What follows belongs to an exercise in optimizing a design on an open flow for small area; a production flow would make more cautious choices. Function was checked by simulation only, so behaviour that the tests miss may differ from the original. No driver is modelled on the clock port, so clocking that relies on it looks cheaper here than on a real chip. No activity file was given, so power comes from the tool's default toggle rates.

<file path="flow/run.sh">
#!/bin/bash
# Own layout flow: the standard flow (standard synthesis unchanged), with
# minimum-size port buffers, one shared tie cell, combinational cells at their
# smallest size after floorplan, and a clock tree of small buffers, upsized
# where their slew is high.
set -euo pipefail
here=$(pwd)
export BUFFER_PORTS_ARGS="-buffer_cell sky130_fd_sc_hd__buf_1"
export CTS_ARGS="-sink_clustering_enable -repair_clock_nets -dont_use_dummy_load -buf_list sky130_fd_sc_hd__clkbuf_4 -root_buf sky130_fd_sc_hd__clkbuf_8"
export POST_FLOORPLAN_TCL=$here/flow/post_floorplan.tcl
export POST_CTS_TCL=$here/flow/post_cts.tcl
bash standard.sh > standard.log 2>&1
</file>
<file path="flow/post_cts.tcl">
# Runs at the end of ORFS CTS (POST_CTS_TCL): the tree is built from clkbuf_4;
# upsize to clkbuf_8 each clock buffer whose estimated output slew is above
# the target, then legalise the placement again.
set target 0.105
set_propagated_clock [all_clocks]
estimate_parasitics -placement
set changed 0
foreach inst [get_cells *] {
  if {[get_property $inst ref_name] eq "sky130_fd_sc_hd__clkbuf_4"} {
    if {[get_property [get_pins [get_name $inst]/X] slew_max] > $target} {
      replace_cell $inst [get_lib_cells sky130_fd_sc_hd__clkbuf_8]
      incr changed
    }
  }
}
puts "bench-flow: $changed clock buffers upsized"
if {$changed > 0} {
  detailed_placement
  check_placement -verbose
  estimate_parasitics -placement
}
</file>
<file path="flow/post_floorplan.tcl">
# Runs at the end of ORFS floorplan (POST_FLOORPLAN_TCL).
# 1. Drive every constant output from one tie cell (LO and HI pins of one conb_1).
# 2. Swap each combinational cell for the smallest-area cell of the same function.

set block [ord::get_db_block]

set ties {}
foreach inst [$block getInsts] {
  if {[[$inst getMaster] getName] eq "sky130_fd_sc_hd__conb_1"} {
    lappend ties $inst
  }
}
puts "bench-flow: [llength $ties] tie cells before merging"
if {[llength $ties] > 1} {
  set keep [lindex $ties 0]
  foreach pin {LO HI} {
    set kit [$keep findITerm $pin]
    set knet [$kit getNet]
    foreach tie [lrange $ties 1 end] {
      set it [$tie findITerm $pin]
      set net [$it getNet]
      if {$net eq "NULL" || $net eq ""} { continue }
      if {$knet eq "NULL" || $knet eq ""} {
        set knet [odb::dbNet_create $block "tie_${pin}_shared"]
        $kit connect $knet
      }
      foreach other [$net getITerms] {
        if {$other ne $it} {
          $other disconnect
          $other connect $knet
        }
      }
      foreach bt [$net getBTerms] {
        $bt disconnect
        $bt connect $knet
      }
      $it disconnect
    }
  }
  foreach tie [lrange $ties 1 end] {
    foreach pin {LO HI} {
      set net [[$tie findITerm $pin] getNet]
      if {$net ne "NULL" && $net ne ""} { [$tie findITerm $pin] disconnect }
    }
    odb::dbInst_destroy $tie
  }
  # drop nets left without pins
  foreach net [$block getNets] {
    if {[llength [$net getITerms]] == 0 && [llength [$net getBTerms]] == 0} {
      odb::dbNet_destroy $net
    }
  }
}

set area_of {}
foreach lc [get_lib_cells sky130_fd_sc_hd__*] {
  dict set area_of [get_name $lc] [get_property $lc area]
}
set dont_use $::env(DONT_USE_CELLS)
set swapped 0
foreach inst [$block getInsts] {
  set m [[$inst getMaster] getName]
  if {![regexp {^sky130_fd_sc_hd__(.+)_([0-9]+)$} $m -> base sz]} { continue }
  if {[regexp {^(df|edf|sdf|sedf|dl|conb|tap|fill|decap|clk|lpflow|diode|probe)} $base]} { continue }
  set best $m
  set best_area [dict get $area_of $m]
  dict for {name a} $area_of {
    if {[regexp "^sky130_fd_sc_hd__${base}_\[0-9\]+\$" $name] && [lsearch -exact $dont_use $name] < 0} {
      if {$a < $best_area} { set best $name; set best_area $a }
    }
  }
  if {$best ne $m} {
    replace_cell [get_cells [$inst getName]] [get_lib_cells $best]
    incr swapped
  }
}
puts "bench-flow: $swapped cells swapped for smaller ones"
</file>
<file path="standard.sh">
#!/bin/bash
# synth_recipe.tcl (not shown) runs the flow's synth.tcl, then flattens the netlist and writes it again
# the make line also repeats each setting of config.mk as NAME=value (left out here)
make -C /OpenROAD-flow-scripts/flow DESIGN_CONFIG=/design/flow/config.mk WORK_HOME=/design/flow/orfs CLKGATE_MAP_FILE= SYNTH_SCRIPT=/design/flow/synth_recipe.tcl "${@:-finish}"
</file>
<file path="config.mk">
export PLATFORM = sky130hd
export DESIGN_NAME = generator
export DESIGN_NICKNAME = generator
export VERILOG_FILES = /design/flow/design.v
export SDC_FILE = /design/flow/constraint.sdc
export NUM_CORES = 4
export LEC_CHECK = 0
export CAP_MARGIN = 0
export CORE_MARGIN = 2
export CORE_UTILIZATION = 80
export PLACE_DENSITY = 0.85
export SLEW_MARGIN = 0
export SYNTH_HIERARCHICAL = 1
export SYNTH_MINIMUM_KEEP_SIZE = 0
</file>
<file path="constraint.sdc">
create_clock -name core_clock -period 10.0 [get_ports {caravel_wb_clk_i}]
set_input_delay 2.0000 -clock core_clock [delete_from_list [all_inputs] [get_ports {caravel_wb_clk_i}]]
set_output_delay 2.0000 -clock core_clock [all_outputs]
set_load 0.01 [all_outputs]
</file>
<file path="design.v">
`default_nettype none
`timescale 1ns/1ns
module generator #(
    parameter   [31:0]  BASE_ADDRESS    = 32'h3000_0000,
    parameter   [15:0]  PERIOD          = 16'd8,
    parameter   [7:0]   RAM_END_ADDR    = 8'd0
)(
    input wire          caravel_wb_clk_i,        
    input wire          caravel_wb_rst_i,        
    input wire          caravel_wb_stb_i,        
    input wire          caravel_wb_cyc_i,        
    input wire          caravel_wb_we_i,         
    input wire  [3:0]   caravel_wb_sel_i,        
    input wire  [31:0]  caravel_wb_dat_i,        
    input wire  [31:0]  caravel_wb_adr_i,        
    output reg          caravel_wb_ack_o,        
    output wire [31:0]  caravel_wb_dat_o,        
    output wire         rambus_wb_rst_o,         
    output wire         rambus_wb_stb_o,         
    output wire         rambus_wb_cyc_o,         
    output wire         rambus_wb_we_o,          
    output wire [3:0]   rambus_wb_sel_o,         
    output wire [31:0]  rambus_wb_dat_o,         
    output reg  [7:0]   rambus_wb_adr_o,         
    input wire          rambus_wb_ack_i,         
    input wire  [31:0]  rambus_wb_dat_i,         
    output reg  [7:0]   dac,
    output wire         dbg_ram_addr_zero,
    output wire         dbg_state_run,
    output wire         dbg_dac_start,
    output wire         dbg_ram_wb_stb,
    output wire         dbg_caravel_wb_stb
);
    wire clk   = caravel_wb_clk_i;
    wire reset = caravel_wb_rst_i;
    wire nrst  = ~reset;
    wire adr_match = caravel_wb_adr_i == BASE_ADDRESS;
    wire bus_acc   = caravel_wb_stb_i & caravel_wb_cyc_i & adr_match;
    wire bus_wr    = bus_acc &  caravel_wb_we_i;
    wire bus_rd    = bus_acc & ~caravel_wb_we_i;
    reg [15:0] period;
    reg [7:0]  ram_end_addr;
    reg        run;
    wire [24:0] cfg     = {run, ram_end_addr, period};
    wire        wr_ld   = nrst & bus_wr;
    wire        wr_hd   = nrst & ~bus_wr;
    wire [24:0] cfg_ao;
    gen_ao22 #(25) u_cfg (.a(caravel_wb_dat_i[24:0]), .sa(wr_ld), .b(cfg), .sb(wr_hd), .y(cfg_ao));
    always @(posedge clk)
        {run, ram_end_addr, period} <= {cfg_ao[24:4], cfg_ao[3] | reset, cfg_ao[2:0]};
    reg [24:0] rd_data;
    wire rd_ld = nrst & bus_rd;
    wire rd_hd = nrst & ~bus_rd;
    wire [24:0] rd_nx;
    gen_ao22 #(25) u_rd (.a(cfg), .sa(rd_ld), .b(rd_data), .sb(rd_hd), .y(rd_nx));
    always @(posedge clk)
        rd_data <= rd_nx;
    assign caravel_wb_dat_o = {7'd0, rd_data};
    always @(posedge clk)
        caravel_wb_ack_o <= nrst & caravel_wb_stb_i & adr_match;
    reg        running;
    reg        upd;
    reg        dac_start_q;
    reg [1:0]  byte_count;
    reg [15:0] wait_cnt;             
    wire [16:0] wait_z;
    assign wait_z[0] = 1'b1;
    genvar gi;
    generate for (gi = 0; gi < 16; gi = gi + 1) begin : g_dec
        assign wait_z[gi+1] = wait_z[gi] & ~wait_cnt[gi];
    end endgenerate
    wire [15:0] wait_nx;
    gen_ldx #(15) u_wait (.a(period[15:1]), .sa(upd), .b(wait_cnt[15:1]), .t(wait_z[15:1]),
                          .y(wait_nx[15:1]));
    assign wait_nx[0] = upd ? period[0] : ~wait_cnt[0];
    always @(posedge clk) begin
        dac_start_q <= upd;
        wait_cnt    <= wait_nx;
        running     <= nrst & (running | run);
        upd         <= nrst & (running ? (~upd & (wait_cnt == 16'd2)) : run);
        byte_count  <= {2{nrst}} & {byte_count[1] ^ (byte_count[0] & upd), byte_count[0] ^ upd};
    end
    wire fetch_next = dac_start_q & byte_count[1] & ~byte_count[0];
    reg        init;
    reg        req;
    reg [7:0]  ram_address;
    wire s_init  = init & ~req;
    wire s_first = init &  req;
    wire s_wait  = ~init & ~req;
    wire s_ack   = ~init &  req;
    wire fetch   = s_first | (s_wait & fetch_next);
    wire got     = s_ack & rambus_wb_ack_i;
    wire [8:0] ra_c;
    assign ra_c[0] = 1'b1;
    generate for (gi = 0; gi < 8; gi = gi + 1) begin : g_inc
        assign ra_c[gi+1] = ra_c[gi] & ram_address[gi];
    end endgenerate
    wire [7:0] ra_inc  = ram_address ^ ra_c[7:0];
    wire       ra_wrap = ra_inc == ram_end_addr;
    wire       ra_ld   = nrst & ((s_init & ~ram_address[3]) | (fetch & ~ra_wrap));
    wire       ra_hd   = nrst & ~s_init & ~fetch;
    wire       ad_ld   = nrst & fetch;
    wire       ad_hd   = nrst & ~fetch;
    wire [7:0] ra_nx, ad_nx;
    gen_ao22 #(8) u_ra (.a(ra_inc), .sa(ra_ld), .b(ram_address), .sb(ra_hd), .y(ra_nx));
    gen_ao22 #(8) u_ad (.a(ram_address), .sa(ad_ld), .b(rambus_wb_adr_o), .sb(ad_hd), .y(ad_nx));
    always @(posedge clk) begin
        init            <= reset | s_init;
        req             <= nrst & ((s_init & ram_address[3]) | fetch | (s_ack & ~rambus_wb_ack_i));
        ram_address     <= ra_nx;
        rambus_wb_adr_o <= ad_nx;
    end
    reg [31:0] dac_data;
    reg [31:0] dac_data_buf;
    wire g_ld = nrst & got;                  
    wire g_hd = nrst & ~got;
    wire b_sh = nrst & ~got & upd;           
    wire b_hd = nrst & ~got & ~upd;
    wire d_ld = nrst & upd;
    wire d_hd = nrst & ~upd;
    wire [31:0] dd_nx, buf_nx;
    wire [7:0]  dac_nx;
    gen_ao22  #(32) u_dd   (.a(rambus_wb_dat_i), .sa(g_ld), .b(dac_data), .sb(g_hd), .y(dd_nx));
    gen_ao22  #(8)  u_bufh (.a(dac_data[31:24]), .sa(g_ld), .b(dac_data_buf[31:24]), .sb(b_hd),
                            .y(buf_nx[31:24]));
    gen_ao222 #(24) u_bufl (.a(dac_data[23:0]), .sa(g_ld), .b(dac_data_buf[31:8]), .sb(b_sh),
                            .c(dac_data_buf[23:0]), .sc(b_hd), .y(buf_nx[23:0]));
    gen_ao22  #(8)  u_dac  (.a(dac_data_buf[7:0]), .sa(d_ld), .b(dac), .sb(d_hd), .y(dac_nx));
    always @(posedge clk) begin
        dac_data     <= dd_nx;
        dac_data_buf <= buf_nx;
        dac          <= dac_nx;
    end
    assign rambus_wb_stb_o    = s_ack;
    assign rambus_wb_cyc_o    = s_ack;
    assign rambus_wb_rst_o    = reset | s_init;
    assign rambus_wb_we_o     = 1'b0;
    assign rambus_wb_sel_o    = 4'b1111;
    assign rambus_wb_dat_o    = 32'd0;
    assign dbg_ram_addr_zero  = ram_address == 8'd0;
    assign dbg_state_run      = run;
    assign dbg_dac_start      = dac_start_q;
    assign dbg_ram_wb_stb     = s_ack;
    assign dbg_caravel_wb_stb = caravel_wb_stb_i;
endmodule
module gen_ao22 #(
    parameter W = 1
)(
    input  wire [W-1:0] a,
    input  wire         sa,
    input  wire [W-1:0] b,
    input  wire         sb,
    output wire [W-1:0] y
);
    assign y = ({W{sa}} & a) | ({W{sb}} & b);
endmodule
module gen_ao222 #(
    parameter W = 1
)(
    input  wire [W-1:0] a,
    input  wire         sa,
    input  wire [W-1:0] b,
    input  wire         sb,
    input  wire [W-1:0] c,
    input  wire         sc,
    output wire [W-1:0] y
);
    assign y = ({W{sa}} & a) | ({W{sb}} & b) | ({W{sc}} & c);
endmodule
module gen_ldx #(
    parameter W = 1
)(
    input  wire [W-1:0] a,
    input  wire         sa,
    input  wire [W-1:0] b,
    input  wire [W-1:0] t,
    output wire [W-1:0] y
);
    assign y = sa ? a : (b ^ t);
endmodule
</file>
==> impl_metrics.env, run 1 <==
export IMPL_status="complete, no violations"
export IMPL_yosys_warnings=7
export IMPL_synth_seq_cells=162
export IMPL_final_cell_mix="dfxtp_1, buf_1, a22o_1, inv_1, a222oi_1"
export IMPL_grtUsageTotal_pct=30.11
export IMPL_fp_dieW_um=92.18
export IMPL_viasPerCell=6.026
export IMPL_area_growth_pct=3.460
export IMPL_antennaDiodeCount=0
export IMPL_fin_crit_sh_pct=47.31
export IMPL_final_nets=754
export IMPL_syn_avg_cell_area_sq_um=11.23
export IMPL_slew_headroom_pct=22.88
export IMPL_clock_sinks=162
export IMPL_ir_worst_vdd_mv=0.1081
export IMPL_tns_ps=0
export IMPL_async_flop_share_pct=0
export IMPL_met3_usage_pct=6.820
export IMPL_use_met1_pct=37.93
export IMPL_crit_slowest_cell="buf_4"
export IMPL_end_kind="primary output"
export IMPL_grt_overflow=0
export IMPL_grt_max_degree=65
export IMPL_p_leak_nw=2.562
export IMPL_rsz0062_at_grt="no"
export IMPL_crit_required_ps=8000
export IMPL_cts_tree="yes"
export IMPL_cts_clk_slew_worst_paths_ps=70
export IMPL_syn_cell_area_sq_um=6220
export IMPL_place_hpwl_um=8783
export IMPL_first_iter_violations=296
export IMPL_critical_path_class="input pin to primary output"
export IMPL_nFillCells=456
export IMPL_dr_total_vias=4453
export IMPL_p_total_mw=1.157
export IMPL_maxCapViolCount=0
export IMPL_holdWs_ps=453.6
export IMPL_cp_max_fo=20
export IMPL_tightestPinTransition_ps=1157
export IMPL_drt_first_pass_iters=7
export IMPL_critical_path_most_common_cell="buf_1"
export IMPL_met2_usage_pct=51.23
export IMPL_clk_latency_ps=410
export IMPL_busiest_layer="met2"
export IMPL_final_area_sq_um=6435
export IMPL_final_util_pct=84.15
export IMPL_io_buffers=144
export IMPL_path_buf_inv=3
export IMPL_ant_nets=0
export IMPL_power_density_nw_per_um2=179.7
export IMPL_crit_chain="buf_1, buf_4, nand2b_1, buf_1"
export IMPL_ys_seq_area_share_pct=52.14
export IMPL_die_area_sq_um=8496
export IMPL_fin_ws_ps=5269
export IMPL_critPathLaunchType="input pin"
export IMPL_cp_arrival_ps=2730
export IMPL_synth_edff_count=0
export IMPL_min_period_ps=4731
export IMPL_antenna_found_initial=0
export IMPL_die_h_um=92.18
export IMPL_row_count=32
export IMPL_core_area_sq_um=7647
export IMPL_fmax_ghz=0.2114
export IMPL_dp_cells=722
export IMPL_start_util_pct=81.33
export IMPL_grt_pass1_wl_um=19960
export IMPL_final_layout_size_suffix_gt1_share_pct=5.181
export IMPL_pre_cts_ws_ps=5253
export IMPL_fin_cells=739
export IMPL_mostFrequentLayoutCell="dfxtp_1"
export IMPL_wirelength_um=12780
export IMPL_wl_per_cell_um=17.29
export IMPL_clock_skew_ps=27.27
export IMPL_ys_types=39
export IMPL_gp_congestion=0.8004
export IMPL_synth_main_ff_cell="dfxtp_1"
export IMPL_drc=0
export IMPL_placed_cell_area_sq_um=6264
export IMPL_drv_slew=0
export IMPL_postSynthCellCount=554
export IMPL_hold_class="register to register"
export IMPL_setup_violations=0
export IMPL_slowest_delay_ps=270
export IMPL_hold_viol=0
export IMPL_io_pins=200
export IMPL_crit_family="buffers and inverters"
export IMPL_grt_pass1_vias=4210
## report_power, final
| group | total, mW | internal (mW) | switching, mW |
|---|---|---|---|
| logic | 0.140 | 0.0656 | 0.0746 |
| clock network | 0.292 | 0.109 | 0.183 |
| registers | 0.724 | 0.683 | 0.0414 |
## path summary, 6_finish.rpt
kind	cells past startpoint	from	slack, ps	endpoint
min reg2reg	1	running	450	upd
max reg2reg	11	ram_address[0]	7210	ram_address[2]
max	4	caravel_wb_rst_i	5270	rambus_wb_rst_o
min	1	running	450	upd
## cell usage after synthesis (2+ instances only)
master	instances	area, sq um
a41oi_1	2	17.52
dfxtp_1	162	3243
or4_1	2	15.01
nand4bb_1	2	22.52
nor2b_1	6	37.54
nor3_1	8	40.04
nand4_1	2	12.51
nand2_1	19	71.32
nand2b_1	2	12.51
buf_6	26	292.8
ha_1	8	100.1
o21ai_0	16	80.08
o31ai_1	3	22.52
a22o_2	12	120.1
nor2_1	13	48.80
buf_2	9	45.04
xnor2_1	22	192.7
a22o_1	102	893.4
conb_1	2	7.510
xor2_1	3	26.28
a222oi_1	24	240.2
nor4b_1	4	35.03
buf_4	47	352.8
nor4_1	11	68.82
inv_1	31	116.4
nand3_1	3	15.01
## routing by layer
| layer | wire [um] | vias to the layer above |
|---|---|---|
| met1 | 5505 | 2112 |
| li1 | - | 2162 |
| met4 | 161 | 0 |
| met5 | 0 | - |
| met3 | 672 | 17 |
| met2 | 6441 | 162 |
## area by class of cell
cell class              count  area [sq um]  share of cell area, %
flip-flops and latches    162          3243                  50.40
multi-input cells         276          2183                  33.93
repair buffers            151         593.1                  9.216
clock buffers              17         171.4                  2.664
well taps                 102         127.6                  1.983
inverters                  31         116.4                  1.808
## flip-flops by register name, indices dropped and copies added, names as in the netlist
signal and cells:
upd 1, dac_start_q 1, req 1, dac_data 32
caravel_wb_ack_o 1, ram_end_addr 8, running 1, byte_count 2
run 1, ram_address 8, rd_data 25, rambus_wb_adr_o 8
dac 8, init 1, period 16, dac_data_buf 32
wait_cnt 16
## logic make-up (layout without fill, tap and decap cells)
group / Yosys count / in the layout / synth area share [%]
compound gates: 162 / 162 / 22.41
xor+xnor: 25 / 25 / 3.520
fa+ha+maj: 8 / 8 / 1.609
buf+inv: 115 / 199 / 13.10
flops: 162 / 162 / 52.14
other cells: 2 / 1 / 0.1207
simple gates: 80 / 80 / 7.101
## worst reg2reg max path, cell delays in order, from the launching register on
cell	delay [ps]
dfxtp_1	370
ha_1	200
ha_1	180
ha_1	190
ha_1	190
ha_1	180
ha_1	190
xor2_1	310
xor2_1	120
o31ai_1	230
o31ai_1	250
a22o_1	260
==> inputs of run 2 (changes only) <==
--- a/flow/run.sh
+++ b/flow/run.sh
@@ -6,7 +6,7 @@
 set -euo pipefail
 here=$(pwd)
 export BUFFER_PORTS_ARGS="-buffer_cell sky130_fd_sc_hd__buf_1"
-export CTS_ARGS="-sink_clustering_enable -repair_clock_nets -dont_use_dummy_load -buf_list sky130_fd_sc_hd__clkbuf_4 -root_buf sky130_fd_sc_hd__clkbuf_8"
+export CTS_ARGS="-sink_clustering_enable -repair_clock_nets -dont_use_dummy_load -buf_list sky130_fd_sc_hd__clkbuf_4 -root_buf sky130_fd_sc_hd__clkbuf_8 -clustering_exponent 2 -clustering_unbalance_ratio 0.5"
 export POST_FLOORPLAN_TCL=$here/flow/post_floorplan.tcl
 export POST_CTS_TCL=$here/flow/post_cts.tcl
 bash standard.sh > standard.log 2>&1
==> run 2 against run 1 <==
  * Non-clock buffer count stayed put
  * First-iteration DRC count is 17% higher
  * Final cell count stayed put
  * Combinational power hardly changed
  * Utilization is 0.082 points lower
  * Die area stayed put
  * Setup slack worse by 3.3 ps
  * Via count is 1.3% higher
  * Routed wire length is 1.2% higher
  * Sequential power hardly changed
  * Critical endpoint unchanged
  * Largest cell class unchanged
  * Largest power group unchanged
  * Highest routed layer unchanged
==> impl_metrics.env, run 2 <==
export IMPL_end_kind="primary output"
export IMPL_min_period_ps=4734
export IMPL_synthSimpleGateAreaFrac_pct=7.101
export IMPL_cts_clk_slew_worst_paths_ps=100
export IMPL_p_int_mw=0.8533
export IMPL_synth_compound_gate_area_share_pct=22.41
export IMPL_r2r_end="ram_address[4]"
export IMPL_ir_worst_vdd_mv=0.1112
export IMPL_final_layout_size_suffix_gt1_share_pct=5.181
export IMPL_wl_per_cell_um=17.51
export IMPL_status="complete, no violations"
export IMPL_postSynthCellCount=554
export IMPL_setup_violations=0
export IMPL_ys_seq_area_share_pct=52.14
export IMPL_final_cell_mix="dfxtp_1, buf_1, a22o_1, inv_1, a222oi_1"
export IMPL_syn_avg_cell_area_sq_um=11.23
export IMPL_holdWs_ps=445.4
export IMPL_async_flop_share_pct=0
export IMPL_fp_dieW_um=92.18
export IMPL_viasPerCell=6.103
export IMPL_clk_latency_ps=430
export IMPL_reg2reg_depth=11
export IMPL_drt_met1_wl_um=5443
export IMPL_synth_main_ff_cell="dfxtp_1"
export IMPL_clkPwrFrac_pct=25.4
export IMPL_antenna_found_initial=0
export IMPL_drt_first_pass_iters=5
export IMPL_io_buffers=144
export IMPL_drv_slew=0
export IMPL_hold_viol=0
export IMPL_tns_ps=0
export IMPL_hold_class="register to register"
export IMPL_wirelength_um=12940
export IMPL_ys_types=39
export IMPL_cp_arrival_ps=2730
export IMPL_clock_skew_ps=39.34
export IMPL_dr_total_vias=4510
export IMPL_largest_registers="dac_data x32, dac_data_buf x32, rd_data x25"
export IMPL_p_leak_nw=2.560
export IMPL_synthTopCellsByCount="dfxtp_1, a22o_1, buf_4, inv_1, buf_6"
export IMPL_synth_top_cell_area_share_pct=52.14
export IMPL_die_area_sq_um=8496
export IMPL_antennaDiodeCount=0
export IMPL_critPathLaunchType="input pin"
export IMPL_crit_required_ps=8000
export IMPL_dp_cells=722
export IMPL_synth_top_family_by_area="compound AO/OA/AOI/OAI gates"
export IMPL_mostFrequentLayoutCell="dfxtp_1"
export IMPL_gp_congestion=0.8004
export IMPL_synth_xor_area_share_pct=3.520
export IMPL_critical_path_class="input pin to primary output"
export IMPL_r2r_start="ram_address[0]"
export IMPL_grt_pass1_wl_um=20370
export IMPL_nFillCells=468
export IMPL_synth_most_common_cell="dfxtp_1"
export IMPL_clock_sinks=162
export IMPL_power_density_nw_per_um2=180.2
export IMPL_slew_headroom_pct=24.03
export IMPL_cp_max_fo=20
export IMPL_top_layer_used="met4"
export IMPL_fin_cells=739
export IMPL_tightestPinTransition_ps=1138
export IMPL_final_nets=754
export IMPL_switchingPower_mw=0.3049
export IMPL_synthAdderAreaFrac_pct=1.609
export IMPL_wl_met3_um=811
export IMPL_p_comb_share_pct=12.0
export IMPL_area_growth_pct=3.360
export IMPL_rsz0062_at_grt="no"
export IMPL_cts_tree="yes"
export IMPL_reg2reg_slack_ps=7240
export IMPL_seqPwrFrac_pct=62.6
export IMPL_crit_end="rambus_wb_rst_o"
export IMPL_sw_frac_of_total_pct=26.32
export IMPL_grt_pass1_vias=4206
export IMPL_grtUsageTotal_pct=30.80
export IMPL_wl_met2_um=6504
export IMPL_ant_nets=0
export IMPL_synth_edff_count=0
export IMPL_core_area_sq_um=7647
export IMPL_place_hpwl_um=8783
export IMPL_drc=0
export IMPL_row_count=32
export IMPL_muxShareOfSynthArea_pct=0
export IMPL_grt_overflow=0
export IMPL_start_util_pct=81.33
export IMPL_maxCapViolCount=0
export IMPL_die_h_um=92.18
export IMPL_syn_cell_area_sq_um=6220
export IMPL_yosys_top_cells_area="dfxtp_1, a22o_1, buf_4, buf_6, a222oi_1"
export IMPL_io_pins=200
export IMPL_fin_crit_sh_pct=47.34
export IMPL_yosys_area_top_type="dfxtp_1"
export IMPL_fmax_ghz=0.2112
export IMPL_synth_seq_cells=162
export IMPL_startpoint="caravel_wb_rst_i"
export IMPL_grt_max_degree=65
export IMPL_first_iter_violations=346
export IMPL_yosys_warnings=7
-- run 2: area by class of cell --
cell class | instances | area (sq um) | area share [%]
Clock buffer | 17 | 165.2 | 2.569
Inverter | 31 | 116.4 | 1.810
Multi-Input combinational cell | 276 | 2183 | 33.96
Sequential cell | 162 | 3243 | 50.45
Tap cell | 102 | 127.6 | 1.985
Timing Repair Buffer | 151 | 593.1 | 9.225
-- run 2: logic make-up after synthesis --
group | count (synthesis)
compound gates | 162
xor+xnor | 25
fa+ha+maj | 8
buf+inv | 115
flops | 162
other cells | 2
simple gates | 80
-- run 2: worst min-delay path by stage --
stage / depth (start not counted) / slack, ps / endpoint / startpoint
global route: 1 / 490 / upd / running
detailed placement: 1 / 430 / upd / running
floorplan: 1 / 410 / upd / running
finish: 1 / 450 / upd / running
global placement: 1 / 420 / upd / running
-- run 2: per-stage QoR --
| step | worst slack (ps) | util [%] | power [mW] | area, sq um |
|---|---|---|---|---|
| floorplan | 5581 | - | 0.8497 | 6377 |
| global placement | 5296 | 81.90 | 0.8650 | 6264 |
| detailed placement | 5253 | 81.90 | 0.8740 | 6264 |
| global route | 5210 | 84.06 | 1.212 | 6429 |
| finish | 5266 | 84.06 | 1.158 | 6429 |
-- run 2: routing by layer --
| metal | track usage, % | vias up |
|---|---|---|
| li1 | - | 2169 |
| met1 | 39.54 | 2121 |
| met2 | 51.84 | 197 |
| met3 | 6.984 | 23 |
| met4 | 9.950 | 0 |
| met5 | 0 | - |
-- run 2: power by group through the flow --
stage	clock network [mW]	registers [mW]	logic, mW
floorplan	0	0.729	0.121
global placement	0	0.735	0.130
detailed placement	0	0.737	0.137
global route	0.325	0.730	0.157
finish	0.294	0.725	0.139
-- run 2: worst max-delay path, stage by stage --
cell and delay [ps]:
buf_1 90, buf_4 270, nand2b_1 200, buf_1 160
==> inputs of run 3 (changes only) <==
--- a/config.mk
+++ b/config.mk
@@ -7,8 +7,8 @@
 export LEC_CHECK = 0
 export CAP_MARGIN = 0
 export CORE_MARGIN = 2
-export CORE_UTILIZATION = 80
-export PLACE_DENSITY = 0.85
+export CORE_UTILIZATION = 85
+export PLACE_DENSITY = 0.9
 export SLEW_MARGIN = 0
 export SYNTH_HIERARCHICAL = 1
 export SYNTH_MINIMUM_KEEP_SIZE = 0
==> run 3 against run 2 <==
  * Synthesized cell count is the same
  * Sequential power is essentially flat
  * Critical path depth is the same
  * Via count grew 4.0%
  * Routed wire length grew 5.8%
  * Setup slack gained 22 ps
  * Total power grew 0.39%
  * Clock skew shrank 4.3 ps
  * Non-clock buffer count shrank 1
  * Fmax grew 0.46%
  * Sequential share of layout area is essentially flat
  * Utilization grew 5.5 points
==> impl_metrics.env, run 3 <==
export IMPL_status="complete, no violations"
export IMPL_synthAdderAreaFrac_pct=1.609
export IMPL_row_count=31
export IMPL_hold_viol=0
export IMPL_final_nets=753
export IMPL_tightestPinTransition_ps=1190
export IMPL_grtUsageTotal_pct=33.37
export IMPL_cts_tree="yes"
export IMPL_io_pins=200
export IMPL_crit_required_ps=8000
export IMPL_min_period_ps=4712
export IMPL_hold_class="register to register"
export IMPL_setup_violations=0
export IMPL_synth_xor_area_share_pct=3.520
export IMPL_cts_clk_slew_worst_paths_ps=100
export IMPL_r2r_end="ram_address[3]"
export IMPL_reg2reg_slack_ps=7140
export IMPL_die_h_um=89.54
export IMPL_fp_dieW_um=89.54
export IMPL_drv_slew=0
export IMPL_cp_max_fo=20
export IMPL_ys_types=39
export IMPL_fin_crit_sh_pct=47.12
export IMPL_rsz0062_at_grt="no"
export IMPL_synthTopCellsByCount="dfxtp_1, a22o_1, buf_4, inv_1, buf_6"
export IMPL_ir_worst_vdd_mv=0.1365
export IMPL_final_cell_mix="dfxtp_1, buf_1, a22o_1, inv_1, a222oi_1"
export IMPL_clk_latency_ps=420
export IMPL_clock_sinks=162
export IMPL_startpoint="caravel_wb_rst_i"
export IMPL_slew_headroom_pct=20.67
export IMPL_mostFrequentLayoutCell="dfxtp_1"
export IMPL_wirelength_um=13680
export IMPL_clock_skew_ps=35.01
export IMPL_place_hpwl_um=9042
export IMPL_p_leak_nw=2.558
export IMPL_critical_path_class="input pin to primary output"
export IMPL_fmax_ghz=0.2122
export IMPL_yosys_top_cells_area="dfxtp_1, a22o_1, buf_4, buf_6, a222oi_1"
export IMPL_grt_max_degree=65
export IMPL_reg2reg_depth=11
export IMPL_largest_registers="dac_data x32, dac_data_buf x32, rd_data x25"
export IMPL_grt_pass1_vias=4284
export IMPL_muxShareOfSynthArea_pct=0
export IMPL_synth_edff_count=0
export IMPL_end_kind="primary output"
export IMPL_grt_pass1_wl_um=20330
export IMPL_crit_end="rambus_wb_rst_o"
export IMPL_synth_main_ff_cell="dfxtp_1"
export IMPL_dr_total_vias=4689
export IMPL_synth_top_cell_area_share_pct=52.14
export IMPL_drt_first_pass_iters=6
export IMPL_wl_per_cell_um=18.61
export IMPL_min_from="running"
export IMPL_placed_cell_area_sq_um=6252
export IMPL_synth_most_common_cell="dfxtp_1"
export IMPL_seqCellArea_sq_um=3243
export IMPL_maxCapViolCount=0
export IMPL_cp_arrival_ps=2710
export IMPL_postSynthCellCount=554
export IMPL_final_layout_size_suffix_gt1_share_pct=5.031
export IMPL_synth_top_family_by_area="compound AO/OA/AOI/OAI gates"
export IMPL_synthSimpleGateAreaFrac_pct=7.101
export IMPL_syn_cell_area_sq_um=6220
export IMPL_ys_seq_area_share_pct=52.14
export IMPL_synth_compound_gate_area_share_pct=22.41
export IMPL_start_util_pct=86.68
export IMPL_drc=0
export IMPL_yosys_warnings=7
export IMPL_final_area_sq_um=6424
export IMPL_core_area_sq_um=7176
export IMPL_r2r_start="ram_address[0]"
export IMPL_critPathLaunchType="input pin"
export IMPL_antennaDiodeCount=0
export IMPL_antenna_found_initial=0
export IMPL_syn_avg_cell_area_sq_um=11.23
export IMPL_area_growth_pct=3.279
export IMPL_nFillCells=331
export IMPL_gp_congestion=0.8140
export IMPL_multi_input_comb_area_sq_um=2183
export IMPL_synth_seq_cells=162
export IMPL_grt_overflow=0
export IMPL_io_buffers=144
export IMPL_first_iter_violations=451
export IMPL_power_density_nw_per_um2=181.0
export IMPL_ant_nets=0
export IMPL_yosys_area_top_type="dfxtp_1"
export IMPL_viasPerCell=6.380
export IMPL_async_flop_share_pct=0
export IMPL_die_area_sq_um=8017
export IMPL_tns_ps=0
[run 3: cell counts after synthesis]
No cell type changed its count.
[run 3: power breakdown]
part	switching (mW)	internal, mW	total [mW]
Sequential	0.0421	0.683	0.725
Clock	0.190	0.109	0.299
Combinational	0.0733	0.0652	0.138
[run 3: kinds of logic after synthesis]
logic type,count (synthesis)
buf+inv,115
compound gates,162
other cells,2
xor+xnor,25
fa+ha+maj,8
simple gates,80
flops,162
[run 3: routing by layer]
layer	GRT usage [%]	vias to the layer above	wire length [um]
li1	-	2156	-
met5	0	-	0
met3	8.403	43	1069
met1	39.73	2197	5263
met2	57.02	293	6955
met4	14.52	0	393
[run 3: per-stage QoR]
stage               total power, mW  setup slack (ps)  cells  hold WS, ps  utilization (%)
floorplan                    0.8497              5581    596        407.4                -
global placement             0.8638              5335    718        417.9            87.13
detailed placement           0.8744              5289    718        448.5            87.13
global route                  1.206              5240    735        473.5            89.52
finish                        1.163              5288    735        461.5            89.52
[run 3: worst min path at each step]
stage	endpoint	slack [ps]	cells past startpoint
final	upd	460	1
after global routing	upd	470	1
after detailed placement	upd	450	1
after global placement	upd	420	1
after floorplan	upd	410	1
[run 3: critical path: stages]
cell and delay (ps):
buf_1 70, buf_4 270, nand2b_1 190, buf_1 170
[run 3: final cells by class]
cell class | instances | area share, %
clock buffers | 17 | 2.668
inverters | 31 | 1.811
multi-input cells | 276 | 33.99
flip-flops and latches | 162 | 50.49
well taps | 99 | 1.928
repair buffers | 150 | 9.116

-- what the ideal ports hide --
How much do the figures lean on ideal ports? The routed layouts below were timed once more, with nothing changed but the port constraints.
Step 1 sets driving cells, clkbuf_16 on the clock port and buf_2 on the other inputs (assumed; they add their load-dependent delay and slew).
Step 2 adds t to the input delays and takes it off the output delays; t is the mean of the earliest and latest rising clock arrival at the registers after step 1. Input paths then give back, and output paths get back, about the clock's delay inside the block.
a / b / c = ideal / step 1 / step 2; a / b = the first two.
run | t, ns | setup slack, ns | worst slew at a driven data input, ns
run 1 | 0.434 | 5.269 / 5.246 / 5.246 | 0.04
run 2 | 0.438 | 5.266 / 5.243 / 5.243 | 0.05
run 3 | 0.434 | 5.288 / 5.256 / 5.256 | 0.06
After both steps setup and hold are still met in every run listed. The setup slack of run 3, which loses most, moves by -0.032 ns with the drivers and by -0.032 ns with both steps.
